This design comes from an exercise in tuning for small area on the open sky130 flow, not from production work.
Only simulation tests tie the RTL to the original design; equivalence was not proved.
No activity file was given, so power comes from the tool's default toggle rates.

==> flow/design.v <==
module alu (
	input			i_clk,
	input			i_rst_n,
	input			i_valid,
	input	signed	[7:0]	i_data_a,
	input	signed	[7:0]	i_data_b,
	input		[2:0]	i_inst,
	output			o_valid,
	output		[7:0]	o_data
);
reg		o_valid_r;
reg	[7:0]	o_data_r;
reg	[7:0]	res;
assign o_valid = o_valid_r;
assign o_data  = o_data_r;
wire [7:0] a = i_data_a;
wire [7:0] b = i_data_b;
wire       sub = i_inst[0];
wire [7:0] bx  = b ^ {8{sub}};
wire [8:0] cy;
wire [7:0] s;
assign cy[0] = sub;
genvar gi;
generate for (gi = 0; gi < 8; gi = gi + 1) begin : g_add
	assign s[gi] = a[gi] ^ bx[gi] ^ cy[gi];
	assign cy[gi+1] = (a[gi] & bx[gi]) | (a[gi] & cy[gi]) | (bx[gi] & cy[gi]);
end endgenerate
wire       aovf = cy[8] ^ cy[7];
wire       s8   = s[7] ^ aovf;
	wire pp1 = ~(a[0] & b[0]);
	wire pp2 = ~(a[0] & b[1]);
	wire pp3 = ~(a[0] & b[2]);
	wire pp4 = ~(a[0] & b[3]);
	wire pp5 = ~(a[0] & b[4]);
	wire pp6 = ~(a[0] & b[5]);
	wire pp7 = ~(a[0] & b[6]);
	wire pp8 = a[0] & b[7];
	wire pp9 = ~(a[1] & b[0]);
	wire pp10 = ~(a[1] & b[1]);
	wire pp11 = ~(a[1] & b[2]);
	wire pp12 = ~(a[1] & b[3]);
	wire pp13 = ~(a[1] & b[4]);
	wire pp14 = ~(a[1] & b[5]);
	wire pp15 = ~(a[1] & b[6]);
	wire pp16 = a[1] & b[7];
	wire pp17 = ~(a[2] & b[0]);
	wire pp18 = ~(a[2] & b[1]);
	wire pp19 = ~(a[2] & b[2]);
	wire pp20 = ~(a[2] & b[3]);
	wire pp21 = ~(a[2] & b[4]);
	wire pp22 = ~(a[2] & b[5]);
	wire pp23 = ~(a[2] & b[6]);
	wire pp24 = a[2] & b[7];
	wire pp25 = ~(a[3] & b[0]);
	wire pp26 = ~(a[3] & b[1]);
	wire pp27 = ~(a[3] & b[2]);
	wire pp28 = ~(a[3] & b[3]);
	wire pp29 = ~(a[3] & b[4]);
	wire pp30 = ~(a[3] & b[5]);
	wire pp31 = ~(a[3] & b[6]);
	wire pp32 = a[3] & b[7];
	wire pp33 = ~(a[4] & b[0]);
	wire pp34 = ~(a[4] & b[1]);
	wire pp35 = ~(a[4] & b[2]);
	wire pp36 = ~(a[4] & b[3]);
	wire pp37 = ~(a[4] & b[4]);
	wire pp38 = ~(a[4] & b[5]);
	wire pp39 = ~(a[4] & b[6]);
	wire pp40 = a[4] & b[7];
	wire pp41 = ~(a[5] & b[0]);
	wire pp42 = ~(a[5] & b[1]);
	wire pp43 = ~(a[5] & b[2]);
	wire pp44 = ~(a[5] & b[3]);
	wire pp45 = ~(a[5] & b[4]);
	wire pp46 = ~(a[5] & b[5]);
	wire pp47 = ~(a[5] & b[6]);
	wire pp48 = a[5] & b[7];
	wire pp49 = ~(a[6] & b[0]);
	wire pp50 = ~(a[6] & b[1]);
	wire pp51 = ~(a[6] & b[2]);
	wire pp52 = ~(a[6] & b[3]);
	wire pp53 = ~(a[6] & b[4]);
	wire pp54 = ~(a[6] & b[5]);
	wire pp55 = ~(a[6] & b[6]);
	wire pp56 = a[6] & b[7];
	wire pp57 = a[7] & b[0];
	wire pp58 = a[7] & b[1];
	wire pp59 = a[7] & b[2];
	wire pp60 = a[7] & b[3];
	wire pp61 = a[7] & b[4];
	wire pp62 = a[7] & b[5];
	wire pp63 = a[7] & b[6];
	wire pp64 = ~(a[7] & b[7]);
	wire nx65 = a[7] ^ b[7];
	wire kc66 = nx65 & pp1;
	wire kc67 = pp2 & pp9;
	wire ks68 = pp2 ^ pp9;
	wire ac69 = kc66 | ks68;
	wire kc70 = pp10 & pp17;
	wire ks71 = pp10 ^ pp17;
	wire fs72 = pp3 ^ kc67 ^ ks71;
	wire fc73 = (pp3 & kc67) | (pp3 & ks71) | (kc67 & ks71);
	wire ac74 = ac69 | fs72;
	wire kc75 = pp11 & pp18;
	wire ks76 = pp11 ^ pp18;
	wire fs77 = pp25 ^ pp4 ^ kc70;
	wire fc78 = (pp25 & pp4) | (pp25 & kc70) | (pp4 & kc70);
	wire fs79 = ks76 ^ fs77 ^ fc73;
	wire fc80 = (ks76 & fs77) | (ks76 & fc73) | (fs77 & fc73);
	wire ac81 = ac74 | fs79;
	wire fs82 = pp12 ^ pp19 ^ pp26;
	wire fc83 = (pp12 & pp19) | (pp12 & pp26) | (pp19 & pp26);
	wire fs84 = pp33 ^ pp5 ^ kc75;
	wire fc85 = (pp33 & pp5) | (pp33 & kc75) | (pp5 & kc75);
	wire fs86 = fs82 ^ fc78 ^ fs84;
	wire fc87 = (fs82 & fc78) | (fs82 & fs84) | (fc78 & fs84);
	wire mc88 = (fc80 & fs86) | (fc80 & ac81) | (fs86 & ac81);
	wire fs89 = pp13 ^ pp20 ^ pp27;
	wire fc90 = (pp13 & pp20) | (pp13 & pp27) | (pp20 & pp27);
	wire fs91 = pp34 ^ pp41 ^ pp6;
	wire fc92 = (pp34 & pp41) | (pp34 & pp6) | (pp41 & pp6);
	wire fs93 = fc83 ^ fs89 ^ fs91;
	wire fc94 = (fc83 & fs89) | (fc83 & fs91) | (fs89 & fs91);
	wire fs95 = fc85 ^ fs93 ^ fc87;
	wire fc96 = (fc85 & fs93) | (fc85 & fc87) | (fs93 & fc87);
	wire fs97 = pp14 ^ pp21 ^ pp28;
	wire fc98 = (pp14 & pp21) | (pp14 & pp28) | (pp21 & pp28);
	wire fs99 = pp35 ^ pp42 ^ pp49;
	wire fc100 = (pp35 & pp42) | (pp35 & pp49) | (pp42 & pp49);
	wire fs101 = pp7 ^ fc90 ^ fc92;
	wire fc102 = (pp7 & fc90) | (pp7 & fc92) | (fc90 & fc92);
	wire fs103 = fs97 ^ fs99 ^ fc94;
	wire fc104 = (fs97 & fs99) | (fs97 & fc94) | (fs99 & fc94);
	wire fs105 = fs101 ^ fs103 ^ fc96;
	wire fc106 = (fs101 & fs103) | (fs101 & fc96) | (fs103 & fc96);
	wire fs107 = pp15 ^ pp22 ^ pp29;
	wire fc108 = (pp15 & pp22) | (pp15 & pp29) | (pp22 & pp29);
	wire fs109 = pp36 ^ pp43 ^ pp50;
	wire fc110 = (pp36 & pp43) | (pp36 & pp50) | (pp43 & pp50);
	wire fs111 = pp57 ^ pp8 ^ fc100;
	wire fc112 = (pp57 & pp8) | (pp57 & fc100) | (pp8 & fc100);
	wire fs113 = fc98 ^ fs107 ^ fs109;
	wire fc114 = (fc98 & fs107) | (fc98 & fs109) | (fs107 & fs109);
	wire fs115 = fc102 ^ fs111 ^ fs113;
	wire fc116 = (fc102 & fs111) | (fc102 & fs113) | (fs111 & fs113);
	wire fs117 = fc104 ^ fs115 ^ fc106;
	wire fc118 = (fc104 & fs115) | (fc104 & fc106) | (fs115 & fc106);
	wire kc119 = pp16 & pp23;
	wire ks120 = pp16 ^ pp23;
	wire fs121 = pp30 ^ pp37 ^ pp44;
	wire fc122 = (pp30 & pp37) | (pp30 & pp44) | (pp37 & pp44);
	wire fs123 = pp51 ^ pp58 ^ ks120;
	wire fc124 = (pp51 & pp58) | (pp51 & ks120) | (pp58 & ks120);
	wire fs125 = fc108 ^ fc110 ^ fs121;
	wire fc126 = (fc108 & fc110) | (fc108 & fs121) | (fc110 & fs121);
	wire fs127 = fs123 ^ fc112 ^ fc114;
	wire fc128 = (fs123 & fc112) | (fs123 & fc114) | (fc112 & fc114);
	wire fs129 = fs125 ^ fs127 ^ fc116;
	wire fc130 = (fs125 & fs127) | (fs125 & fc116) | (fs127 & fc116);
	wire fs131 = pp24 ^ pp31 ^ pp38;
	wire fc132 = (pp24 & pp31) | (pp24 & pp38) | (pp31 & pp38);
	wire fs133 = pp45 ^ pp52 ^ pp59;
	wire fc134 = (pp45 & pp52) | (pp45 & pp59) | (pp52 & pp59);
	wire fs135 = kc119 ^ fc122 ^ fs131;
	wire fc136 = (kc119 & fc122) | (kc119 & fs131) | (fc122 & fs131);
	wire fs137 = fs133 ^ fc124 ^ fc126;
	wire fc138 = (fs133 & fc124) | (fs133 & fc126) | (fc124 & fc126);
	wire fs139 = fs135 ^ fc128 ^ fs137;
	wire fc140 = (fs135 & fc128) | (fs135 & fs137) | (fc128 & fs137);
	wire fs141 = pp32 ^ pp39 ^ pp46;
	wire fc142 = (pp32 & pp39) | (pp32 & pp46) | (pp39 & pp46);
	wire fs143 = pp53 ^ pp60 ^ fc132;
	wire fc144 = (pp53 & pp60) | (pp53 & fc132) | (pp60 & fc132);
	wire fs145 = fc134 ^ fs141 ^ fs143;
	wire fc146 = (fc134 & fs141) | (fc134 & fs143) | (fs141 & fs143);
	wire fs147 = fc136 ^ fs145 ^ fc138;
	wire fc148 = (fc136 & fs145) | (fc136 & fc138) | (fs145 & fc138);
	wire fs149 = pp40 ^ pp47 ^ pp54;
	wire fc150 = (pp40 & pp47) | (pp40 & pp54) | (pp47 & pp54);
	wire fs151 = pp61 ^ fc142 ^ fs149;
	wire fc152 = (pp61 & fc142) | (pp61 & fs149) | (fc142 & fs149);
	wire fs153 = fc144 ^ fs151 ^ fc146;
	wire fc154 = (fc144 & fs151) | (fc144 & fc146) | (fs151 & fc146);
	wire fs155 = pp48 ^ pp55 ^ pp62;
	wire fc156 = (pp48 & pp55) | (pp48 & pp62) | (pp55 & pp62);
	wire fs157 = fc150 ^ fs155 ^ fc152;
	wire fc158 = (fc150 & fs155) | (fc150 & fc152) | (fs155 & fc152);
	wire fs159 = pp56 ^ pp63 ^ fc156;
	wire fc160 = (pp56 & pp63) | (pp56 & fc156) | (pp63 & fc156);
	wire cp161 = ~fs95 ^ ~mc88;
	wire cg162 = ~fs95 & ~mc88;
	wire cp163 = ~fs105 ^ 1'b0;
	wire cg164 = ~fs105 & 1'b0;
	wire cp165 = ~fs117 ^ 1'b0;
	wire cg166 = ~fs117 & 1'b0;
	wire cp167 = ~fs129 ^ ~fc118;
	wire cg168 = ~fs129 & ~fc118;
	wire cp169 = ~fc130 ^ ~fs139;
	wire cg170 = ~fc130 & ~fs139;
	wire cp171 = ~fc140 ^ ~fs147;
	wire cg172 = ~fc140 & ~fs147;
	wire cp173 = ~fs153 ^ ~fc148;
	wire cg174 = ~fs153 & ~fc148;
	wire cp175 = ~fs157 ^ ~fc154;
	wire cg176 = ~fs157 & ~fc154;
	wire cp177 = ~fs159 ^ ~fc158;
	wire cg178 = ~fs159 & ~fc158;
	wire cp179 = ~pp64 ^ ~fc160;
	wire cg180 = ~pp64 & ~fc160;
	wire cp181 = 1'b0 ^ 1'b0;
	wire cg182 = 1'b0 & 1'b0;
	wire ps183 = cp161 ^ 1'b0;
	wire pc184 = cg162 | (cp161 & 1'b0);
	wire ps185 = cp163 ^ pc184;
	wire pc186 = cg164 | (cp163 & pc184);
	wire ps187 = cp165 ^ pc186;
	wire pc188 = cg166 | (cp165 & pc186);
	wire ps189 = cp167 ^ pc188;
	wire pc190 = cg168 | (cp167 & pc188);
	wire ps191 = cp169 ^ pc190;
	wire pc192 = cg170 | (cp169 & pc190);
	wire ps193 = cp171 ^ pc192;
	wire pc194 = cg172 | (cp171 & pc192);
	wire ps195 = cp173 ^ pc194;
	wire pc196 = cg174 | (cp173 & pc194);
	wire ps197 = cp175 ^ pc196;
	wire pc198 = cg176 | (cp175 & pc196);
	wire ps199 = cp177 ^ pc198;
	wire pc200 = cg178 | (cp177 & pc198);
	wire ps201 = cp179 ^ pc200;
	wire pc202 = cg180 | (cp179 & pc200);
	wire ps203 = cp181 ^ pc202;
	wire pc204 = cg182 | (cp181 & pc202);
	wire p15205 = ~ps203;
	wire o1206 = (cp175 ^ 1'b0) | (cp177 ^ (cg176 | (cp175 & 1'b0))) | (cp179 ^ (cg178 | (cp177 & (cg176 | (cp175 & 1'b0))))) | ~(cp181 ^ (cg180 | (cp179 & (cg178 | (cp177 & (cg176 | (cp175 & 1'b0)))))));
	wire o2207 = (cp175 ^ 1'b0) & (cp177 ^ (cg176 | (cp175 & 1'b0))) & (cp179 ^ (cg178 | (cp177 & (cg176 | (cp175 & 1'b0))))) & ~(cp181 ^ (cg180 | (cp179 & (cg178 | (cp177 & (cg176 | (cp175 & 1'b0)))))));
	wire o1208 = (cp175 ^ 1'b1) | (cp177 ^ (cg176 | (cp175 & 1'b1))) | (cp179 ^ (cg178 | (cp177 & (cg176 | (cp175 & 1'b1))))) | ~(cp181 ^ (cg180 | (cp179 & (cg178 | (cp177 & (cg176 | (cp175 & 1'b1)))))));
	wire o2209 = (cp175 ^ 1'b1) & (cp177 ^ (cg176 | (cp175 & 1'b1))) & (cp179 ^ (cg178 | (cp177 & (cg176 | (cp175 & 1'b1))))) & ~(cp181 ^ (cg180 | (cp179 & (cg178 | (cp177 & (cg176 | (cp175 & 1'b1)))))));
	wire movf210 = pc196 ? (o1208 & ~o2209) : (o1206 & ~o2207);
wire [15:5] pr = {p15205, ps201, ps199, ps197, ps195, ps193, ps191, ps189, ps187, ps185, ps183};
wire       msgn = a[7] ^ b[7];
wire       movf = movf210;
wire       sg_hi  = ~a[7] & a[6];
wire       sg_mid = ~(a[7] ^ a[6]);
wire [7:0] sig_res = {2'b00, sg_hi, sg_mid & ~a[6], a[5:2] & {4{sg_mid}}};
wire [15:0] rr = {a, a} >> b[2:0];
wire [7:0] ror_res = rr[7:0];
wire       is_as  = (i_inst[2:1] == 2'b00);
wire       is_mul = (i_inst == 3'd2);
wire       sat    = (is_as & aovf) | (is_mul & movf);
wire       sgn    = is_mul ? msgn : s8;
wire       ok_as  = is_as & ~aovf;
wire       ok_mul = is_mul & ~movf;
wire       e_nand = (i_inst == 3'd3);
wire       e_xnor = (i_inst == 3'd4);
wire       e_sig  = (i_inst == 3'd5);
wire       e_rlo  = (i_inst == 3'd6) & ~b[2];
wire       e_rhi  = (i_inst == 3'd6) & b[2];
wire       e_mina = (i_inst == 3'd7) & s8;
wire       e_minb = (i_inst == 3'd7) & ~s8;
wire [15:0] r2 = {a, a} >> b[1:0];
wire [7:0] rq = r2[7:0];
wire [7:0] rqh = {rq[3:0], rq[7:4]};
wire [7:0] satv = {sgn, {7{~sgn}}};
always @(*)
	res = ({8{sat}} & satv) | ({8{ok_as}} & s) | ({8{ok_mul}} & pr[12:5])
	    | ({8{e_nand}} & ~(a & b)) | ({8{e_xnor}} & ~(a ^ b)) | ({8{e_sig}} & sig_res)
	    | ({8{e_rlo}} & rq) | ({8{e_rhi}} & rqh) | ({8{e_mina}} & a) | ({8{e_minb}} & b);
always @(posedge i_clk or negedge i_rst_n) begin
	if (!i_rst_n)
		o_valid_r <= 1'b0;
	else
		o_valid_r <= i_valid;
end
always @(posedge i_clk)
	o_data_r <= res;
endmodule
==> flow/flow/run.sh <==
#!/bin/bash
set -euo pipefail
W=$PWD
export FLOW_WORK=$W
export FLOW_ABC_SCRIPT=$W/flow/area.abc
LIB=$FLOW_HOME/platforms/sky130hd/lib/sky130_fd_sc_hd__tt_025C_1v80.lib

# impl.v must do what design.v does: prove it before laying it out
cat > equiv.ys <<EOY
read_liberty -ignore_miss_func $LIB
read_verilog -sv $W/design.v
rename alu gold
read_verilog -sv $W/flow/impl.v
proc; flatten; opt_clean
rename alu gate
miter -equiv -flatten -make_assert gold gate miter
hierarchy -top miter
flatten; async2sync; opt -fast
sat -verify -prove-asserts -set-init-zero -seq 2 -show-inputs miter
EOY
yosys -l equiv.log -q -s equiv.ys > /dev/null

MK=(make -C "$FLOW_HOME" DESIGN_CONFIG="$W/config.mk" WORK_HOME="$W/orfs"
    CLKGATE_MAP_FILE= SYNTH_SCRIPT="$W/flow/synth.tcl"
    VERILOG_FILES="$W/flow/impl.v" ADDER_MAP_FILE=
    "BUFFER_PORTS_ARGS=-buffer_cell sky130_fd_sc_hd__buf_1")
"${MK[@]}" synth > make_synth.log 2>&1
"${MK[@]}" finish > make_finish.log 2>&1
R=$W/orfs/results/sky130hd/alu/base
: # left out here: write the final layout as DEF
==> flow/flow/area.abc <==
strash
balance; rewrite; refactor; balance; rewrite; rewrite -z; balance; refactor -z; rewrite -z; balance
&get -n
&deepsyn -T 60
&put
balance; rewrite; refactor; balance; rewrite; rewrite -z; balance; refactor -z; rewrite -z; balance
dch -f
amap
topo
mfs3 -ae -H 6 -R 4
mfs3 -ae -H 6 -R 4 -r
==> flow/flow/impl.v <==
// generated by gen/gen.py (impl ops=aoi2 pol=1)
module alu (
	input			i_clk,
	input			i_rst_n,
	input			i_valid,
	input	signed	[7:0]	i_data_a,
	input	signed	[7:0]	i_data_b,
	input		[2:0]	i_inst,
	output			o_valid,
	output		[7:0]	o_data
);
reg		o_valid_r;
reg	[7:0]	o_data_r;
reg	[7:0]	res;

assign o_valid = o_valid_r;
assign o_data  = o_data_r;

wire [7:0] a = i_data_a;
wire [7:0] b = i_data_b;

// add / sub / compare share one ripple adder; s8 is the true sign
wire       sub = i_inst[0];
wire [7:0] bx  = b ^ {8{sub}};
wire [8:0] cy;
wire [7:0] s;
assign cy[0] = sub;
genvar gi;
generate for (gi = 0; gi < 8; gi = gi + 1) begin : g_add
	assign s[gi] = a[gi] ^ bx[gi] ^ cy[gi];
	assign cy[gi+1] = (a[gi] & bx[gi]) | (a[gi] & cy[gi]) | (bx[gi] & cy[gi]);
end endgenerate
wire       aovf = cy[8] ^ cy[7];
wire       s8   = s[7] ^ aovf;
// multiply: pr = (a*b + 15 + (a*b >= 0)) >> 5, saturated
	wire pp1 = ~(a[0] & b[0]);
	wire pp2 = ~(a[0] & b[1]);
	wire pp3 = ~(a[0] & b[2]);
	wire pp4 = ~(a[0] & b[3]);
	wire pp5 = ~(a[0] & b[4]);
	wire pp6 = ~(a[0] & b[5]);
	wire pp7 = ~(a[0] & b[6]);
	wire pp8 = a[0] & b[7];
	wire pp9 = ~(a[1] & b[0]);
	wire pp10 = ~(a[1] & b[1]);
	wire pp11 = ~(a[1] & b[2]);
	wire pp12 = ~(a[1] & b[3]);
	wire pp13 = ~(a[1] & b[4]);
	wire pp14 = ~(a[1] & b[5]);
	wire pp15 = ~(a[1] & b[6]);
	wire pp16 = a[1] & b[7];
	wire pp17 = ~(a[2] & b[0]);
	wire pp18 = ~(a[2] & b[1]);
	wire pp19 = ~(a[2] & b[2]);
	wire pp20 = ~(a[2] & b[3]);
	wire pp21 = ~(a[2] & b[4]);
	wire pp22 = ~(a[2] & b[5]);
	wire pp23 = ~(a[2] & b[6]);
	wire pp24 = a[2] & b[7];
	wire pp25 = ~(a[3] & b[0]);
	wire pp26 = ~(a[3] & b[1]);
	wire pp27 = ~(a[3] & b[2]);
	wire pp28 = ~(a[3] & b[3]);
	wire pp29 = ~(a[3] & b[4]);
	wire pp30 = ~(a[3] & b[5]);
	wire pp31 = ~(a[3] & b[6]);
	wire pp32 = a[3] & b[7];
	wire pp33 = ~(a[4] & b[0]);
	wire pp34 = ~(a[4] & b[1]);
	wire pp35 = ~(a[4] & b[2]);
	wire pp36 = ~(a[4] & b[3]);
	wire pp37 = ~(a[4] & b[4]);
	wire pp38 = ~(a[4] & b[5]);
	wire pp39 = ~(a[4] & b[6]);
	wire pp40 = a[4] & b[7];
	wire pp41 = ~(a[5] & b[0]);
	wire pp42 = ~(a[5] & b[1]);
	wire pp43 = ~(a[5] & b[2]);
	wire pp44 = ~(a[5] & b[3]);
	wire pp45 = ~(a[5] & b[4]);
	wire pp46 = ~(a[5] & b[5]);
	wire pp47 = ~(a[5] & b[6]);
	wire pp48 = a[5] & b[7];
	wire pp49 = ~(a[6] & b[0]);
	wire pp50 = ~(a[6] & b[1]);
	wire pp51 = ~(a[6] & b[2]);
	wire pp52 = ~(a[6] & b[3]);
	wire pp53 = ~(a[6] & b[4]);
	wire pp54 = ~(a[6] & b[5]);
	wire pp55 = ~(a[6] & b[6]);
	wire pp56 = a[6] & b[7];
	wire pp57 = a[7] & b[0];
	wire pp58 = a[7] & b[1];
	wire pp59 = a[7] & b[2];
	wire pp60 = a[7] & b[3];
	wire pp61 = a[7] & b[4];
	wire pp62 = a[7] & b[5];
	wire pp63 = a[7] & b[6];
	wire pp64 = ~(a[7] & b[7]);
	wire nx65 = a[7] ^ b[7];
	wire kc66 = nx65 & pp1;
	wire kc67 = pp2 & pp9;
	wire ks68 = pp2 ^ pp9;
	wire ac69 = kc66 | ks68;
	wire kc70 = pp10 & pp17;
	wire ks71 = pp10 ^ pp17;
	wire fs72, fc73;
	sky130_fd_sc_hd__fa_1 u_fs72 (.A(pp3), .B(kc67), .CIN(ks71), .SUM(fs72), .COUT(fc73));
	wire ac74 = ac69 | fs72;
	wire kc75 = pp11 & pp18;
	wire ks76 = pp11 ^ pp18;
	wire fs77, fc78;
	sky130_fd_sc_hd__fa_1 u_fs77 (.A(pp25), .B(pp4), .CIN(kc70), .SUM(fs77), .COUT(fc78));
	wire fs79, fc80;
	sky130_fd_sc_hd__fa_1 u_fs79 (.A(ks76), .B(fs77), .CIN(fc73), .SUM(fs79), .COUT(fc80));
	wire ac81 = ac74 | fs79;
	wire fs82, fc83;
	sky130_fd_sc_hd__fa_1 u_fs82 (.A(pp12), .B(pp19), .CIN(pp26), .SUM(fs82), .COUT(fc83));
	wire fs84, fc85;
	sky130_fd_sc_hd__fa_1 u_fs84 (.A(pp33), .B(pp5), .CIN(kc75), .SUM(fs84), .COUT(fc85));
	wire fs86, fc87;
	sky130_fd_sc_hd__fa_1 u_fs86 (.A(fs82), .B(fc78), .CIN(fs84), .SUM(fs86), .COUT(fc87));
	wire mc88 = (fc80 & fs86) | (fc80 & ac81) | (fs86 & ac81);
	wire fs89, fc90;
	sky130_fd_sc_hd__fa_1 u_fs89 (.A(pp13), .B(pp20), .CIN(pp27), .SUM(fs89), .COUT(fc90));
	wire fs91, fc92;
	sky130_fd_sc_hd__fa_1 u_fs91 (.A(pp34), .B(pp41), .CIN(pp6), .SUM(fs91), .COUT(fc92));
	wire fs93, fc94;
	sky130_fd_sc_hd__fa_1 u_fs93 (.A(fc83), .B(fs89), .CIN(fs91), .SUM(fs93), .COUT(fc94));
	wire fs95, fc96;
	sky130_fd_sc_hd__fa_1 u_fs95 (.A(fc85), .B(fs93), .CIN(fc87), .SUM(fs95), .COUT(fc96));
	wire fs97, fc98;
	sky130_fd_sc_hd__fa_1 u_fs97 (.A(pp14), .B(pp21), .CIN(pp28), .SUM(fs97), .COUT(fc98));
	wire fs99, fc100;
	sky130_fd_sc_hd__fa_1 u_fs99 (.A(pp35), .B(pp42), .CIN(pp49), .SUM(fs99), .COUT(fc100));
	wire fs101, fc102;
	sky130_fd_sc_hd__fa_1 u_fs101 (.A(pp7), .B(fc90), .CIN(fc92), .SUM(fs101), .COUT(fc102));
	wire fs103, fc104;
	sky130_fd_sc_hd__fa_1 u_fs103 (.A(fs97), .B(fs99), .CIN(fc94), .SUM(fs103), .COUT(fc104));
	wire fs105, fc106;
	sky130_fd_sc_hd__fa_1 u_fs105 (.A(fs101), .B(fs103), .CIN(fc96), .SUM(fs105), .COUT(fc106));
	wire fs107, fc108;
	sky130_fd_sc_hd__fa_1 u_fs107 (.A(pp15), .B(pp22), .CIN(pp29), .SUM(fs107), .COUT(fc108));
	wire fs109, fc110;
	sky130_fd_sc_hd__fa_1 u_fs109 (.A(pp36), .B(pp43), .CIN(pp50), .SUM(fs109), .COUT(fc110));
	wire fs111, fc112;
	sky130_fd_sc_hd__fa_1 u_fs111 (.A(pp57), .B(pp8), .CIN(fc100), .SUM(fs111), .COUT(fc112));
	wire fs113, fc114;
	sky130_fd_sc_hd__fa_1 u_fs113 (.A(fc98), .B(fs107), .CIN(fs109), .SUM(fs113), .COUT(fc114));
	wire fs115, fc116;
	sky130_fd_sc_hd__fa_1 u_fs115 (.A(fc102), .B(fs111), .CIN(fs113), .SUM(fs115), .COUT(fc116));
	wire fs117, fc118;
	sky130_fd_sc_hd__fa_1 u_fs117 (.A(fc104), .B(fs115), .CIN(fc106), .SUM(fs117), .COUT(fc118));
	wire kc119 = pp16 & pp23;
	wire ks120 = pp16 ^ pp23;
	wire fs121, fc122;
	sky130_fd_sc_hd__fa_1 u_fs121 (.A(pp30), .B(pp37), .CIN(pp44), .SUM(fs121), .COUT(fc122));
	wire fs123, fc124;
	sky130_fd_sc_hd__fa_1 u_fs123 (.A(pp51), .B(pp58), .CIN(ks120), .SUM(fs123), .COUT(fc124));
	wire fs125, fc126;
	sky130_fd_sc_hd__fa_1 u_fs125 (.A(fc108), .B(fc110), .CIN(fs121), .SUM(fs125), .COUT(fc126));
	wire fs127, fc128;
	sky130_fd_sc_hd__fa_1 u_fs127 (.A(fs123), .B(fc112), .CIN(fc114), .SUM(fs127), .COUT(fc128));
	wire fs129, fc130;
	sky130_fd_sc_hd__fa_1 u_fs129 (.A(fs125), .B(fs127), .CIN(fc116), .SUM(fs129), .COUT(fc130));
	wire fs131, fc132;
	sky130_fd_sc_hd__fa_1 u_fs131 (.A(pp24), .B(pp31), .CIN(pp38), .SUM(fs131), .COUT(fc132));
	wire fs133, fc134;
	sky130_fd_sc_hd__fa_1 u_fs133 (.A(pp45), .B(pp52), .CIN(pp59), .SUM(fs133), .COUT(fc134));
	wire fs135, fc136;
	sky130_fd_sc_hd__fa_1 u_fs135 (.A(kc119), .B(fc122), .CIN(fs131), .SUM(fs135), .COUT(fc136));
	wire fs137, fc138;
	sky130_fd_sc_hd__fa_1 u_fs137 (.A(fs133), .B(fc124), .CIN(fc126), .SUM(fs137), .COUT(fc138));
	wire fs139, fc140;
	sky130_fd_sc_hd__fa_1 u_fs139 (.A(fs135), .B(fc128), .CIN(fs137), .SUM(fs139), .COUT(fc140));
	wire fs141, fc142;
	sky130_fd_sc_hd__fa_1 u_fs141 (.A(pp32), .B(pp39), .CIN(pp46), .SUM(fs141), .COUT(fc142));
	wire fs143, fc144;
	sky130_fd_sc_hd__fa_1 u_fs143 (.A(pp53), .B(pp60), .CIN(fc132), .SUM(fs143), .COUT(fc144));
	wire fs145, fc146;
	sky130_fd_sc_hd__fa_1 u_fs145 (.A(fc134), .B(fs141), .CIN(fs143), .SUM(fs145), .COUT(fc146));
	wire fs147, fc148;
	sky130_fd_sc_hd__fa_1 u_fs147 (.A(fc136), .B(fs145), .CIN(fc138), .SUM(fs147), .COUT(fc148));
	wire fs149, fc150;
	sky130_fd_sc_hd__fa_1 u_fs149 (.A(pp40), .B(pp47), .CIN(pp54), .SUM(fs149), .COUT(fc150));
	wire fs151, fc152;
	sky130_fd_sc_hd__fa_1 u_fs151 (.A(pp61), .B(fc142), .CIN(fs149), .SUM(fs151), .COUT(fc152));
	wire fs153, fc154;
	sky130_fd_sc_hd__fa_1 u_fs153 (.A(fc144), .B(fs151), .CIN(fc146), .SUM(fs153), .COUT(fc154));
	wire fs155, fc156;
	sky130_fd_sc_hd__fa_1 u_fs155 (.A(pp48), .B(pp55), .CIN(pp62), .SUM(fs155), .COUT(fc156));
	wire fs157, fc158;
	sky130_fd_sc_hd__fa_1 u_fs157 (.A(fc150), .B(fs155), .CIN(fc152), .SUM(fs157), .COUT(fc158));
	wire fs159, fc160;
	sky130_fd_sc_hd__fa_1 u_fs159 (.A(pp56), .B(pp63), .CIN(fc156), .SUM(fs159), .COUT(fc160));
	wire cp161 = ~fs95 ^ ~mc88;
	wire cg162 = ~fs95 & ~mc88;
	wire cp163 = ~fs105 ^ 1'b0;
	wire cg164 = ~fs105 & 1'b0;
	wire cp165 = ~fs117 ^ 1'b0;
	wire cg166 = ~fs117 & 1'b0;
	wire cp167 = ~fs129 ^ ~fc118;
	wire cg168 = ~fs129 & ~fc118;
	wire cp169 = ~fc130 ^ ~fs139;
	wire cg170 = ~fc130 & ~fs139;
	wire cp171 = ~fc140 ^ ~fs147;
	wire cg172 = ~fc140 & ~fs147;
	wire cp173 = ~fs153 ^ ~fc148;
	wire cg174 = ~fs153 & ~fc148;
	wire cp175 = ~fs157 ^ ~fc154;
	wire cg176 = ~fs157 & ~fc154;
	wire cp177 = ~fs159 ^ ~fc158;
	wire cg178 = ~fs159 & ~fc158;
	wire cp179 = ~pp64 ^ ~fc160;
	wire cg180 = ~pp64 & ~fc160;
	wire cp181 = 1'b0 ^ 1'b0;
	wire cg182 = 1'b0 & 1'b0;
	wire ps183 = cp161 ^ 1'b0;
	wire pc184 = cg162 | (cp161 & 1'b0);
	wire ps185 = cp163 ^ pc184;
	wire pc186 = cg164 | (cp163 & pc184);
	wire ps187 = cp165 ^ pc186;
	wire pc188 = cg166 | (cp165 & pc186);
	wire ps189 = cp167 ^ pc188;
	wire pc190 = cg168 | (cp167 & pc188);
	wire ps191 = cp169 ^ pc190;
	wire pc192 = cg170 | (cp169 & pc190);
	wire ps193 = cp171 ^ pc192;
	wire pc194 = cg172 | (cp171 & pc192);
	wire ps195 = cp173 ^ pc194;
	wire pc196 = cg174 | (cp173 & pc194);
	wire ps197 = cp175 ^ pc196;
	wire pc198 = cg176 | (cp175 & pc196);
	wire ps199 = cp177 ^ pc198;
	wire pc200 = cg178 | (cp177 & pc198);
	wire ps201 = cp179 ^ pc200;
	wire pc202 = cg180 | (cp179 & pc200);
	wire ps203 = cp181 ^ pc202;
	wire pc204 = cg182 | (cp181 & pc202);
	wire p15205 = ~ps203;
	wire o1206 = (cp175 ^ 1'b0) | (cp177 ^ (cg176 | (cp175 & 1'b0))) | (cp179 ^ (cg178 | (cp177 & (cg176 | (cp175 & 1'b0))))) | ~(cp181 ^ (cg180 | (cp179 & (cg178 | (cp177 & (cg176 | (cp175 & 1'b0)))))));
	wire o2207 = (cp175 ^ 1'b0) & (cp177 ^ (cg176 | (cp175 & 1'b0))) & (cp179 ^ (cg178 | (cp177 & (cg176 | (cp175 & 1'b0))))) & ~(cp181 ^ (cg180 | (cp179 & (cg178 | (cp177 & (cg176 | (cp175 & 1'b0)))))));
	wire o1208 = (cp175 ^ 1'b1) | (cp177 ^ (cg176 | (cp175 & 1'b1))) | (cp179 ^ (cg178 | (cp177 & (cg176 | (cp175 & 1'b1))))) | ~(cp181 ^ (cg180 | (cp179 & (cg178 | (cp177 & (cg176 | (cp175 & 1'b1)))))));
	wire o2209 = (cp175 ^ 1'b1) & (cp177 ^ (cg176 | (cp175 & 1'b1))) & (cp179 ^ (cg178 | (cp177 & (cg176 | (cp175 & 1'b1))))) & ~(cp181 ^ (cg180 | (cp179 & (cg178 | (cp177 & (cg176 | (cp175 & 1'b1)))))));
	wire movf210 = pc196 ? (o1208 & ~o2209) : (o1206 & ~o2207);
wire [15:5] pr = {p15205, ps201, ps199, ps197, ps195, ps193, ps191, ps189, ps187, ps185, ps183};
wire       msgn = a[7] ^ b[7];
wire       movf = movf210;

// sigmoid
wire       sg_hi  = ~a[7] & a[6];
wire       sg_mid = ~(a[7] ^ a[6]);
wire [7:0] sig_res = {2'b00, sg_hi, sg_mid & ~a[6], a[5:2] & {4{sg_mid}}};

wire [15:0] rr = {a, a} >> b[2:0];
wire [7:0] ror_res = rr[7:0];

// one AND-OR plane: each result bit is an OR of gated terms
wire       is_as  = (i_inst[2:1] == 2'b00);
wire       is_mul = (i_inst == 3'd2);
wire       sat    = (is_as & aovf) | (is_mul & movf);
wire       sgn    = is_mul ? msgn : s8;
wire       ok_as  = is_as & ~aovf;
wire       ok_mul = is_mul & ~movf;
wire       e_nand = (i_inst == 3'd3);
wire       e_xnor = (i_inst == 3'd4);
wire       e_sig  = (i_inst == 3'd5);
wire       e_rlo  = (i_inst == 3'd6) & ~b[2];
wire       e_rhi  = (i_inst == 3'd6) & b[2];
wire       e_mina = (i_inst == 3'd7) & s8;
wire       e_minb = (i_inst == 3'd7) & ~s8;
wire [15:0] r2 = {a, a} >> b[1:0];
wire [7:0] rq = r2[7:0];
wire [7:0] rqh = {rq[3:0], rq[7:4]};
wire [7:0] satv = {sgn, {7{~sgn}}};
always @(*)
	res = ({8{sat}} & satv) | ({8{ok_as}} & s) | ({8{ok_mul}} & pr[12:5])
	    | ({8{e_nand}} & ~(a & b)) | ({8{e_xnor}} & ~(a ^ b)) | ({8{e_sig}} & sig_res)
	    | ({8{e_rlo}} & rq) | ({8{e_rhi}} & rqh) | ({8{e_mina}} & a) | ({8{e_minb}} & b);
always @(posedge i_clk or negedge i_rst_n) begin
	if (!i_rst_n)
		o_valid_r <= 1'b0;
	else
		o_valid_r <= i_valid;
end

always @(posedge i_clk)
	o_data_r <= res;

endmodule
==> flow/flow/synth.tcl <==
proc abc {args} {
  set i [lsearch -exact $args -script]
  if {$i >= 0 && ![string match "*-fast*" $args]} {
    lset args [expr {$i + 1}] $::env(FLOW_ABC_SCRIPT)
    set j [lsearch -exact $args -D]
    if {$j >= 0} { set args [lreplace $args $j [expr {$j + 1}]] }
  }
  puts "abc (flow wrapper): $args"
  yosys abc {*}$args
}
source $::env(FLOW_WORK)/synth_recipe.tcl
==> flow/standard.sh <==
#!/bin/bash
# synth_recipe.tcl (not shown) runs the flow's synth.tcl, then flattens the netlist and writes it again
# the make line also repeats each setting of config.mk as NAME=value (left out here)
make -C /OpenROAD-flow-scripts/flow DESIGN_CONFIG=/design/flow/config.mk WORK_HOME=/design/flow/orfs CLKGATE_MAP_FILE= SYNTH_SCRIPT=/design/flow/synth_recipe.tcl "${@:-finish}"
==> flow/config.mk <==
export PLATFORM = sky130hd
export DESIGN_NAME = alu
export DESIGN_NICKNAME = alu
export VERILOG_FILES = /design/flow/design.v
export SDC_FILE = /design/flow/constraint.sdc
export NUM_CORES = 8
export LEC_CHECK = 0
export CAP_MARGIN = 20
export CORE_MARGIN = 2
export CORE_UTILIZATION = 40
export CTS_BUF_LIST = sky130_fd_sc_hd__clkbuf_2
export GPL_TIMING_DRIVEN = 0
export SLEW_MARGIN = 20
==> flow/constraint.sdc <==
create_clock -name core_clock -period 7.0 [get_ports {i_clk}]
set_input_delay 1.4000 -clock core_clock [delete_from_list [all_inputs] [get_ports {i_clk}]]
set_output_delay 1.4000 -clock core_clock [all_outputs]
set_load 0.01 [all_outputs]
==> metrics.md, run 1 <==
| Metric | Value |
|---|---|
| Outcome | `complete, no violations` |
| Synth-to-layout area growth | `11.71%` |
| Pre-Repair DR Iteration Count | `4` |
| Routed WL per cell | `17.21 µm` |
| Internal power | `222.9 µW` |
| Total power | `479.6 µW` |
| CTS max path bufs | `2` |
| # nets final | `427` |
| Initial Util | `0.4192` |
| Routed Antenna Nets | `0` |
| Total GRT Usage | `0.2518` |
| Final period util | `0.9425` |
| Placed Area | `0.002554 mm²` |
| Comb power frac | `0.780` |
| Fmax | `151.6 MHz` |
| Final WL | `7487 µm` |
| Vias per cell | `5.917` |
| IO Count | `31` |
| Worst slew pin tran | `1.042 ns` |
| Pin count of the biggest net entering global routing | `18` |
| Final non-filler cell total | `435` |
| Final HPWL from detailed placement | `5959 µm` |
| Die W | `80.67 µm` |
| Layout cells sized above 1 | `0.05785` |
| Max stage delay on crit path | `0.52 ns` |
| Clk network pwr share | `0.082` |
| Post-Syn Instances | `327` |
| Max-cap violations | `0` |
| Worst Path Required | `7.15 ns` |
| CP max-delay cell | `or4_1` |
| CTS buffer count | `3` |
| Die footprint | `0.006507 mm²` |
| Yosys reg bits | `9` |
| Initial antenna violation count | `0` |
| TritonCTS clock tree | `done` |
| Area of the core | `0.005608 mm²` |
| DRT iter0 DRCs | `330` |
| First-pass GRT wire length | `12570 µm` |
| Grt total ovfl | `0` |
| Vias in the first global route | `2544` |
| Critical Path AT | `6.74 ns` |
| Worst vdd ir | `0.0001024 V` |
| Crit path max fanout | `9` |
| Placed Cells | `429` |
| Pleak | `0.8991 nW` |
| Die Span Y | `80.67 µm` |
| Seq/Total Area, Yosys | `0.07877` |
| Fin area | `0.002626 mm²` |
| Endpoints failing hold | `0` |
| Crit path time final | `6.598 ns` |
| DRC Markers | `0` |
| Slew Viols, Final | `0` |
| PwrDens | `182.6 mW/mm²` |
| Clk sinks | `9` |
| H-tree depth | `1` |
| CTS root buffer | `clkbuf_2` |
| I/O Buffers | `30` |
| Synth cell types | `26` |
| Final setup fails | `0` |
| Nature of the critical path endpoint | `register` |
| Routability cong. | `0.9479` |
| RSZ-0062 raised after global routing | `false` |
| Worst-path clk slew | `0.12 ns` |
| Worst setup path class | `in -> reg` |
| Worst hold path class | `in -> async` |
| Ys Warns | `1` |
| Syn Area/Cell | `7.190 µm²` |
| Switching share of power | `0.5352` |
| Startpoint Class | `input port` |
| Syn Nets | `390` |
| Fin Hold WS | `0.8596 ns` |
| Mapped cell area | `0.002351 mm²` |
| ANT cells | `0` |
| Num rows | `27` |
| Relative slew slack | `0.3002` |
| Via count | `2574` |
| Setup TNS Final | `0 ns` |
| P_sw | `256.7 µW` |
| Seq pwr share | `0.138` |
how the worst max path moves through the flow:
stage | slack, ns | endpoint | startpoint | depth (start not counted)
after detailed placement | -1.02 | o_data_r[5] | i_data_b[1] | 26
after CTS | 0.04 | o_data_r[3] | i_data_b[1] | 26
after floorplan | 0.78 | o_data_r[2] | i_data_b[1] | 25
after global routing | 0.03 | o_data_r[2] | i_data_b[2] | 26
final | 0.40 | o_data_r[3] | i_data_b[2] | 26
after global placement | -0.95 | o_data_r[0] | i_data_b[1] | 26
area by class of cell:
cell class                      count  area [µm²]
Timing Repair Buffer               32       141.4
Fill cell                         594        2982
Clock buffer                        4       20.02
Tap cell                           72       90.09
Sequential cell                     9       185.2
Multi-Input combinational cell    289        2066
Inverter                           29       123.9
power groups by stage:
stage	clock network, mW	registers (mW)	logic, mW
final	0.0392	0.0661	0.374
after global routing	0.0449	0.0673	0.434
after CTS	0.0407	0.0661	0.375
after detailed placement	0	0.0672	0.371
after global placement	0	0.0671	0.363
after floorplan	0	0.0742	0.267
flip-flops by register name (all words and copies together) (netlist names):
name,flops
o_data_r,8
o_valid_r,1
layer usage:
layer | global-route usage | wire, µm
met1 | 0.3477 | 3280
met2 | 0.3967 | 3474
met3 | 0.05955 | 569
met4 | 0.06441 | 163
met5 | 0 | 0
per-stage QoR:
| step | setup slack (ns) | utilization |
|---|---|---|
| final | 0.4023 | 0.4683 |
| after CTS | 0.04278 | 0.4603 |
| after global placement | -0.9452 | 0.4554 |
| after detailed placement | -1.022 | 0.4554 |
| after global routing | 0.03055 | 0.4683 |
| after floorplan | 0.7767 | - |
what timing repair did:
action                                  4_1_cts  5_1_grt
gates resized for setup                       7       13
setup buffers                                 0        2
endpoints found under the setup margin        8        8
pin swaps                                     0        0
hold buffers                                  0        0
cell usage after synthesis:
cell,n,area [µm²]
nor3_1,6,30.03
a31oi_1,1,6.260
a32oi_1,1,8.760
dfxtp_1,8,160.2
nor2_1,49,183.9
a2111oi_0,3,26.28
clkinv_1,29,108.9
o32ai_1,1,8.760
nand2_1,64,240.2
o22ai_1,33,206.5
dfrtp_1,1,25.02
nor4_1,2,12.51
and3_1,2,12.51
or4_1,3,22.52
o221a_1,3,33.78
o221ai_1,5,43.79
a22oi_1,1,7.510
a211oi_1,5,37.54
a21oi_1,19,95.09
o21bai_1,1,7.510
or2_0,1,6.260
and2_0,1,6.260
nand4_1,4,25.02
fa_1,41,820.8
o21ai_0,42,210.2
nand3_1,1,5.000
cells by family after synthesis:
kind of cell | synth area share
adder cells (fa/ha/maj) | 0.3491
flip-flops | 0.07876
buffers and inverters | 0.04630
AO/OA/AOI/OAI | 0.2943
AND/OR/NAND/NOR | 0.2315
worst max-delay path: cells and delay by family:
| family | cells | cell delay, ns |
|---|---|---|
| AND/OR/NAND/NOR | 12 | 2.05 |
| AO/OA/AOI/OAI | 5 | 0.58 |
| adder cells (fa/ha/maj) | 5 | 2.08 |
| buffers and inverters | 4 | 0.62 |
cells in the final DEF, fill, tap and decap left out, types with 2 or more instances in the layout:
| master | instances |
|---|---|
| nand2_1 | 64 |
| and3_1 | 2 |
| nor3_1 | 6 |
| a2111oi_0 | 2 |
| fa_1 | 41 |
| or4_1 | 3 |
| dfxtp_1 | 8 |
| o21ai_0 | 42 |
| nor2_2 | 2 |
| nand4_1 | 4 |
| a21oi_1 | 19 |
| nor4_1 | 2 |
| o221ai_1 | 5 |
| o22ai_1 | 33 |
| buf_2 | 2 |
| a211oi_1 | 5 |
| clkinvlp_4 | 3 |
| clkbuf_4 | 2 |
| buf_1 | 23 |
| buf_4 | 2 |
| clkinv_1 | 24 |
| clkbuf_2 | 7 |
| nor2_1 | 47 |
| o221a_1 | 3 |
==> run 2, diff against run 1 <==
--- a/flow/flow/run.sh
+++ b/flow/flow/run.sh
@@ -3,5 +3,5 @@
 W=$PWD
 export FLOW_WORK=$W
-export FLOW_ABC_SCRIPT=$W/flow/area.abc
+export FLOW_ABC_SCRIPTS="$W/flow/abc/a1.abc $W/flow/abc/a2.abc $W/flow/abc/a3.abc $W/flow/abc/a4.abc"
 LIB=$FLOW_HOME/platforms/sky130hd/lib/sky130_fd_sc_hd__tt_025C_1v80.lib
 
@@ -24,5 +24,6 @@
     CLKGATE_MAP_FILE= SYNTH_SCRIPT="$W/flow/synth.tcl"
     VERILOG_FILES="$W/flow/impl.v" ADDER_MAP_FILE=
-    "BUFFER_PORTS_ARGS=-buffer_cell sky130_fd_sc_hd__buf_1")
+    "BUFFER_PORTS_ARGS=-buffer_cell sky130_fd_sc_hd__buf_1" SKIP_CTS_REPAIR_TIMING=1
+    "CTS_ARGS=-sink_clustering_enable -repair_clock_nets -dont_use_dummy_load -buf_list sky130_fd_sc_hd__clkbuf_2 -root_buf sky130_fd_sc_hd__clkbuf_4")
 "${MK[@]}" synth > make_synth.log 2>&1
 "${MK[@]}" finish > make_finish.log 2>&1
==> flow/flow/abc/a1.abc (new file) <==
strash
balance; rewrite; refactor; balance; rewrite; rewrite -z; balance; refactor -z; rewrite -z; balance
&get -n
&deepsyn -T 60
&put
balance; rewrite; refactor; balance; rewrite; rewrite -z; balance; refactor -z; rewrite -z; balance
dch -f
amap
topo
mfs3 -ae -H 6 -R 4
mfs3 -ae -H 6 -R 4 -r
==> flow/flow/abc/a2.abc (new file) <==
strash
balance -l; resub -K 6 -l; rewrite -l; resub -K 6 -N 2 -l; refactor -l; resub -K 8 -l; balance -l; resub -K 8 -N 2 -l; rewrite -l; resub -K 10 -l; rewrite -z -l; resub -K 10 -N 2 -l; balance -l; resub -K 12 -l; refactor -z -l; resub -K 12 -N 2 -l; rewrite -z -l; balance -l
balance -l; resub -K 6 -l; rewrite -l; resub -K 6 -N 2 -l; refactor -l; resub -K 8 -l; balance -l; resub -K 8 -N 2 -l; rewrite -l; resub -K 10 -l; rewrite -z -l; resub -K 10 -N 2 -l; balance -l; resub -K 12 -l; refactor -z -l; resub -K 12 -N 2 -l; rewrite -z -l; balance -l
dch -f
amap
topo
mfs3 -ae -H 6 -R 4
mfs3 -ae -H 6 -R 4 -r
==> flow/flow/abc/a3.abc (new file) <==
strash
balance; rewrite; refactor; balance; rewrite; rewrite -z; balance; refactor -z; rewrite -z; balance
balance; rewrite; refactor; balance; rewrite; rewrite -z; balance; refactor -z; rewrite -z; balance
dch -f
amap
topo
mfs3 -ae -H 6 -R 4
mfs3 -ae -H 6 -R 4 -r
==> flow/flow/abc/a4.abc (new file) <==
strash
balance; rewrite; refactor; balance; rewrite; rewrite -z; balance; refactor -z; rewrite -z; balance
&get -n
&deepsyn -T 60
&put
balance; rewrite; refactor; balance; rewrite; rewrite -z; balance; refactor -z; rewrite -z; balance
dch -f
amap
==> flow/flow/synth.tcl (replaced) <==
proc abc {args} {
  set i [lsearch -exact $args -script]
  if {$i < 0 || [string match "*-fast*" $args]} {
    yosys abc {*}$args
    return
  }
  set j [lsearch -exact $args -D]
  if {$j >= 0} { set args [lreplace $args $j [expr {$j + 1}]] }
  set lib [lindex $::env(LIB_FILES) 0]
  yosys design -save flow_pre_abc
  set best ""
  foreach script $::env(FLOW_ABC_SCRIPTS) {
    yosys design -load flow_pre_abc
    lset args [expr {$i + 1}] $script
    puts "abc (flow wrapper): $script"
    yosys abc {*}$args
    set st [tee -q -s result.string stat -liberty $lib]
    if {![regexp {Chip area for module [^:]*: ([0-9.]+)} $st -> area]} { error "no area after abc" }
    puts "abc (flow wrapper): $script gives cell area $area"
    if {$best eq "" || $area < $best} {
      set best $area
      yosys design -save flow_best_abc
    }
  }
  yosys design -load flow_best_abc
  puts "abc (flow wrapper): kept cell area $best"
}
source $::env(FLOW_WORK)/synth_recipe.tcl
removed: flow/flow/area.abc
==> run 2 against run 1 <==
  * Combinational power barely moved
  * Cell area up 0.95%
  * Clock power grew about 10%
  * Maximum frequency shrank 0.54%
  * Synthesized cell count did not move
  * Global-route usage about the same
  * Critical path depth unchanged
  * Critical endpoint unchanged
  * Utilization rose by 0.45 points
  * Largest power group unchanged
  * Sequential power barely moved
  * Largest cell class unchanged
  * Highest routed layer unchanged
  * Still clean
  * Hold slack better by 0.0078 ns
  * Sequential share of layout area down 0.067 points
==> metrics.md, run 2 <==
| Metric | Value |
|---|---|
| Routed WL per cell | `17.36 µm (+0.89%)` |
| Worst-path clk slew | `0.08 ns (-0.04 ns)` |
| Nature of the critical path endpoint | `register` |
| Placed Cells | `429 (unchanged)` |
| Ys Warns | `1 (unchanged)` |
| Post-synth top flop | `dfxtp_1` |
| Routed Antenna Nets | `0 (unchanged)` |
| Final non-filler cell total | `437 (+0.46%)` |
| Post-synth EDFFs | `0 (unchanged)` |
| Fmax | `150.8 MHz (-0.54%)` |
| Top-count cell post-synth | `nand2_1` |
| Commonest cells post-synth | `nand2_1 (64), nor2_1 (49), o21ai_0 (42)` |
| Setup slack after layout | `0.3666 ns (-0.03568 ns)` |
| Crit path time final | `6.633 ns (+0.03567 ns)` |
| Routability cong. | `0.9479 (unchanged)` |
| Top Registers | `o_data_r: 8 flops, o_valid_r: 1 flops` |
| Final HPWL from detailed placement | `5959 µm (unchanged)` |
| Commonest non-fill, non-tap cell in the layout | `nand2_1` |
| Final setup fails | `0 (unchanged)` |
| Worst hold path class | `in -> async` |
| Syn Area/Cell | `7.190 µm² (unchanged)` |
| Pleak | `0.9072 nW (+0.90%)` |
| Outcome | `complete, no violations` |
| First-pass GRT wire length | `12540 µm (-0.27%)` |
| Post-Syn Instances | `327 (unchanged)` |
| Worst Path Required | `7.13 ns (-0.02 ns)` |
| Largest register by flop count | `o_data_r` |
| Yosys reg bits | `9 (unchanged)` |
| RSZ-0062 raised after global routing | `false` |
| Total GRT Usage | `0.2516 (about the same)` |
| Synth top area cells | `fa_1 (35%), nand2_1 (10%), o21ai_0 (8.9%)` |
| CTS root buffer | `clkbuf_4` |
| IO Count | `31 (unchanged)` |
| TritonCTS clock tree | `done` |
| WP buf/inv | `4 (unchanged)` |
| ANT cells | `0 (unchanged)` |
| Seq/Total Area, Yosys | `0.07877 (unchanged)` |
| Layout cells sized above 1 | `0.06301 (+0.005162)` |
| Final WL | `7588 µm (+1.3%)` |
| Slew Viols, Final | `0 (unchanged)` |
| Max reg flops | `8 (unchanged)` |
| Num rows | `27 (unchanged)` |
| Top cell type's share of synthesized area | `0.3491 (unchanged)` |
| CP max-delay cell | `or4_1` |
| Initial Util | `0.4192 (unchanged)` |
| Most frequent cells in the layout | `nand2_1 (64), nor2_1 (47), o21ai_0 (42), fa_1 (41), o22ai_1 (33)` |
| Grt total ovfl | `0 (unchanged)` |
| Initial antenna violation count | `0 (unchanged)` |
| PwrDens | `183.2 mW/mm² (+0.35%)` |
| DRC Markers | `0 (unchanged)` |
| Max-cap violations | `0 (unchanged)` |
| Die Span Y | `80.67 µm (unchanged)` |
| Post-synth ARST share | `0.1111 (unchanged)` |
| Crit path max-delay family | `adder cells` |
| Crit path max fanout | `9 (unchanged)` |
| H-tree depth | `1 (unchanged)` |
| Critical Path AT | `6.77 ns (+0.03 ns)` |
| Clk sinks | `9 (unchanged)` |
| Die W | `80.67 µm (unchanged)` |
| Max stage delay on crit path | `0.53 ns (about the same)` |
| Die footprint | `0.006507 mm² (unchanged)` |
| CTS max path bufs | `2 (unchanged)` |
| Relative slew slack | `0.2906 (-0.009632)` |
| I/O Buffers | `30 (unchanged)` |
| Final period util | `0.9476 (+0.005096)` |
| Vias per cell | `6.009 (+1.6%)` |
| Worst slew pin tran | `1.056 ns (+0.01434 ns)` |
| Pre-Repair DR Iteration Count | `5 (+1)` |
| Cell taking the most area after synthesis | `fa_1` |
| Final Util | `0.4728 (+0.004462)` |
| DRT iter0 DRCs | `312 (-5.5%)` |
| CTS buffer count | `3 (unchanged)` |
| # nets final | `430 (+0.70%)` |
| Place WS | `-1.022 ns (unchanged)` |
| Syn Nets | `390 (unchanged)` |
| Placed Area | `0.002554 mm² (unchanged)` |
| Fin Hold WS | `0.8674 ns (+0.007767 ns)` |
| Via count | `2626 (+2.0%)` |
| Synth cell types | `26 (unchanged)` |
| Startpoint Class | `input port` |
| Synth-to-layout area growth | `12.77%` |
| CP startpoint | `i_data_b[2]` |
| Fin area | `0.002651 mm² (+0.95%)` |
| Endpoints failing hold | `0 (unchanged)` |
| Mapped cell area | `0.002351 mm² (unchanged)` |
| Worst setup path class | `in -> reg` |
| Vias in the first global route | `2534 (-0.39%)` |
| Area of the core | `0.005608 mm² (unchanged)` |
| Pin count of the biggest net entering global routing | `18 (unchanged)` |
| Worst vdd ir | `0.0001024 V (about the same)` |
==> run 2: cells by family (layout without fill, tap and decap cells) <==
logic type,Yosys count,in the layout,synth area share
adders and majority gates,41,41,0.3491
DFF,9,9,0.07876
AOI/OAI and AO/OA,115,115,0.2943
buffers and inverters,29,67,0.04630
and+or+nand+nor,133,133,0.2315
==> run 2: metrics by stage <==
step | total power, mW | setup TNS, ns
floorplan | 0.3417 | 0
global placement | 0.4298 | -7.220
detailed placement | 0.4385 | -7.775
CTS | 0.4847 | -5.697
global route | 0.5505 | 0
finish | 0.4858 | 0
==> run 2: cell type report <==
cell class	instances	area [µm²]
repair buffers	35	163.9
inverters	29	123.9
clock buffers	3	22.52
fillers	589	2957
multi-input cells	289	2066
flip-flops and latches	9	185.2
well taps	72	90.09
==> run 2: worst max path at each step <==
| stage | slack, ns | to | cells after the start |
|---|---|---|---|
| 2_1_floorplan | 0.78 | o_data_r[2] | 25 |
| 3_3_place_gp | -0.95 | o_data_r[0] | 26 |
| 3_5_place_dp | -1.02 | o_data_r[5] | 26 |
| 4_1_cts | -0.77 | o_data_r[5] | 26 |
| 5_1_grt | 0.008 | o_data_r[3] | 24 |
| 6_report | 0.37 | o_data_r[3] | 26 |
==> run 2: routing by layer <==
metal  track usage  part of all wire
met1        0.3477              0.44
met2        0.3942              0.47
met3       0.05955             0.077
met4       0.06780             0.019
met5             0                 0
==> run 2: power by group <==
part / switching (mW) / total [mW] / internal, mW
Sequential: 0.00278 / 0.0662 / 0.0634
Clock: 0.0233 / 0.0433 / 0.0199
Combinational: 0.231 / 0.376 / 0.145
==> run 3, diff against run 2 <==
--- a/flow/flow/run.sh
+++ b/flow/flow/run.sh
@@ -24,5 +24,5 @@
     CLKGATE_MAP_FILE= SYNTH_SCRIPT="$W/flow/synth.tcl"
     VERILOG_FILES="$W/flow/impl.v" ADDER_MAP_FILE=
-    "BUFFER_PORTS_ARGS=-buffer_cell sky130_fd_sc_hd__buf_1" SKIP_CTS_REPAIR_TIMING=1
+    "BUFFER_PORTS_ARGS=-buffer_cell sky130_fd_sc_hd__buf_1"
     "CTS_ARGS=-sink_clustering_enable -repair_clock_nets -dont_use_dummy_load -buf_list sky130_fd_sc_hd__clkbuf_2 -root_buf sky130_fd_sc_hd__clkbuf_4")
 "${MK[@]}" synth > make_synth.log 2>&1
==> run 3 against run 2 <==
  * Still clean
  * Die area unchanged
  * Critical path depth unchanged
  * Sequential share of layout area up 0.060 points
  * Utilization down 0.40 points
  * Hold slack better by 0.00081 ns
  * First-iteration DRC count up 2.9%
  * Highest routed layer unchanged
==> metrics.md, run 3 <==
| Metric | Value |
|---|---|
| Outcome | `complete, no violations` |
| Initial Util | `0.4192 (unchanged)` |
| Grt total ovfl | `0 (unchanged)` |
| Setup slack after layout | `0.3833 ns (+0.01670 ns)` |
| Syn Nets | `390 (unchanged)` |
| Pre-Repair DR Iteration Count | `5 (unchanged)` |
| Layout fillers | `591 (+0.34%)` |
| Post-synth ARST share | `0.1111 (unchanged)` |
| Commonest non-fill, non-tap cell in the layout | `nand2_1` |
| Commonest cells post-synth | `nand2_1 (64), nor2_1 (49), o21ai_0 (42)` |
| Ys Warns | `1 (unchanged)` |
| Multi-input gate area in the final layout | `0.002066 mm² (unchanged)` |
| IO Count | `31 (unchanged)` |
| Final setup fails | `0 (unchanged)` |
| Clk sinks | `9 (unchanged)` |
| Syn Area/Cell | `7.190 µm² (unchanged)` |
| CTS max path bufs | `2 (unchanged)` |
| DRT iter0 DRCs | `321 (+2.9%)` |
| Crit path time final | `6.617 ns (-0.01670 ns)` |
| Final HPWL from detailed placement | `5959 µm (unchanged)` |
| Post-synth top flop | `dfxtp_1` |
| Synth cell types | `26 (unchanged)` |
| Crit path max fanout | `9 (unchanged)` |
| Yosys reg bits | `9 (unchanged)` |
| ANT cells | `0 (unchanged)` |
| # nets final | `427 (-0.70%)` |
| CTS buffer count | `3 (unchanged)` |
| Worst Path Required | `7.13 ns (about the same)` |
| Max-cap violations | `0 (unchanged)` |
| TritonCTS clock tree | `done` |
| Final Util | `0.4688 (-0.004016)` |
| Initial antenna violation count | `0 (unchanged)` |
| Total GRT Usage | `0.2516 (unchanged)` |
| Worst-path clk slew | `0.08 ns (about the same)` |
| Vias in the first global route | `2538 (+0.16%)` |
| H-tree depth | `1 (unchanged)` |
| FF/Latch Area | `185.2 µm² (unchanged)` |
| I/O Buffers | `30 (unchanged)` |
| Critical Path AT | `6.75 ns (-0.02 ns)` |
| Routed Antenna Nets | `0 (unchanged)` |
| RSZ-0062 raised after global routing | `false` |
| Fmax | `151.1 MHz (+0.25%)` |
| Via count | `2590 (-1.4%)` |
| Die Span Y | `80.67 µm (unchanged)` |
| Die W | `80.67 µm (unchanged)` |
| Slew Viols, Final | `0 (unchanged)` |
| Post-synth EDFFs | `0 (unchanged)` |
| Mapped cell area | `0.002351 mm² (unchanged)` |
| Routability cong. | `0.9479 (unchanged)` |
| Top cell type's share of synthesized area | `0.3491 (unchanged)` |
| Largest register by flop count | `o_data_r` |
| Place WS | `-1.022 ns (unchanged)` |
| Die footprint | `0.006507 mm² (unchanged)` |
| Relative slew slack | `0.3225 (+0.03197)` |
| Endpoints failing hold | `0 (unchanged)` |
| Most frequent cells in the layout | `nand2_1 (64), nor2_1 (47), o21ai_0 (42), fa_1 (41), o22ai_1 (33)` |
| Worst setup path class | `in -> reg` |
| CP max-delay cell | `or4_1` |
| Worst slew pin tran | `1.008 ns (-0.04759 ns)` |
| Cell taking the most area after synthesis | `fa_1` |
| Post-Syn Instances | `327 (unchanged)` |
| Final period util | `0.9452 (-0.002386)` |
| Hold buffers post-CTS | `0` |
| Synth-to-layout area growth | `11.81%` |
| WP buf/inv | `4 (unchanged)` |
| Nature of the critical path endpoint | `register` |
| Max reg flops | `8 (unchanged)` |
| Synth top area cells | `fa_1 (35%), nand2_1 (10%), o21ai_0 (8.9%)` |
| Area of the core | `0.005608 mm² (unchanged)` |
| Worst hold path class | `in -> async` |
| Vias per cell | `5.968 (-0.69%)` |
| DRC Markers | `0 (unchanged)` |
| Top Registers | `o_data_r: 8 flops, o_valid_r: 1 flops` |
| Crit path max-delay family | `adder cells` |
| First-pass GRT wire length | `12540 µm (about the same)` |
| Layout cells sized above 1 | `0.05525 (-0.007765)` |
| Worst vdd ir | `0.0001024 V (about the same)` |
| CTS root buffer | `clkbuf_4` |
| PwrDens | `184.0 mW/mm² (+0.42%)` |
| Final WL | `7533 µm (-0.72%)` |
| Startpoint Class | `input port` |
| Pin count of the biggest net entering global routing | `18 (unchanged)` |
| Top-count cell post-synth | `nand2_1` |
| Pleak | `0.8963 nW (-1.2%)` |
| Max stage delay on crit path | `0.52 ns (about the same)` |
| Seq/Total Area, Yosys | `0.07877 (unchanged)` |
| Routed WL per cell | `17.36 µm (about the same)` |
| Num rows | `27 (unchanged)` |
==> run 3: cell counts after synthesis <==
No cell type changed its count.
==> run 3: what timing repair did <==
item	4_1_cts	5_1_grt
endpoints found under the setup margin	8	8
cloned	0	0
buffers inserted	0	2
resized for setup	7	13
==> run 3: per-layer routing <==
metal,global-route usage,up-vias,part of all wire
met5,0,-,0
met1,0.3477,1218,0.45
li1,-,1254,-
met2,0.3950,102,0.46
met3,0.05955,16,0.070
met4,0.06610,0,0.023
==> run 3: layout make-up <==
type,instances,area share
Inverter,29,0.04712
Multi-Input combinational cell,289,0.7858
Timing Repair Buffer,32,0.05378
Clock buffer,3,0.008567
Tap cell,72,0.03427
Sequential cell,9,0.07044
==> run 3: metrics by stage <==
| stage | TNS [ns] | hold WS, ns | instances | area, µm² | total power, mW |
|---|---|---|---|---|---|
| detailed placement | -7.775 | 1.165 | 429 | 2554 | 0.4385 |
| CTS | 0 | 0.8688 | 432 | 2584 | 0.4853 |
| global placement | -7.220 | 1.162 | 429 | 2554 | 0.4298 |
| global route | 0 | 0.8603 | 434 | 2629 | 0.5493 |
| finish | 0 | 0.8682 | 434 | 2629 | 0.4838 |
| floorplan | 0 | 1.104 | 327 | 2351 | 0.3417 |
==> run 3: final timing paths <==
check | start | slack, ns | cells past startpoint | endpoint
worst max-delay path | i_data_b[2] | 0.38 | 26 | o_data_r[3]
worst min-delay path | i_rst_n | 0.87 | 1 | o_valid_r
max in group asynchronous | i_rst_n | 6.04 | 1 | o_valid_r
min in group core_clock | i_valid | 1.22 | 1 | o_valid_r
==> run 3: logic make-up after synthesis <==
| kind of cell | count (synthesis) | share of synthesized area |
|---|---|---|
| buffers and inverters | 29 | 0.04630 |
| AOI/OAI and AO/OA | 115 | 0.2943 |
| DFF | 9 | 0.07876 |
| adders and majority gates | 41 | 0.3491 |
| and+or+nand+nor | 133 | 0.2315 |
==> run 3: power breakdown <==
group,switching (mW),leakage [nW],internal [mW]
Combinational,0.230,0.803,0.144
Clock,0.0229,0.0138,0.0199
Sequential,0.00278,0.0791,0.0634

[separate check: timing with driven ports]
The flow's constraints put no driver on any port. The routed layouts listed below were extracted and timed again, unchanged, in two steps.
Step 1, drivers: a clkbuf_16 drives i_clk and a buf_2 each remaining input, both assumed.
Step 2 also shifts input and output timing later by t, the mid clock arrival at the registers, as if the neighbouring blocks saw the same clock.
a / b / c = ideal ports / drivers / drivers and shift; a / b = the first two.
run	shift t [ns]	setup slack, ns	worst setup path at the end	cell pins on the clock port's net
run 1	0.294	0.402 / 0.406 / 0.111	input to register	1
run 2	0.300	0.367 / 0.371 / 0.071	input to register	1
run 3	0.298	0.383 / 0.388 / 0.090	input to register	1
After both steps setup and hold are still met in every run listed. The setup slack of run 2, which loses most, moves by +0.004 ns with the drivers and by -0.296 ns with both steps.
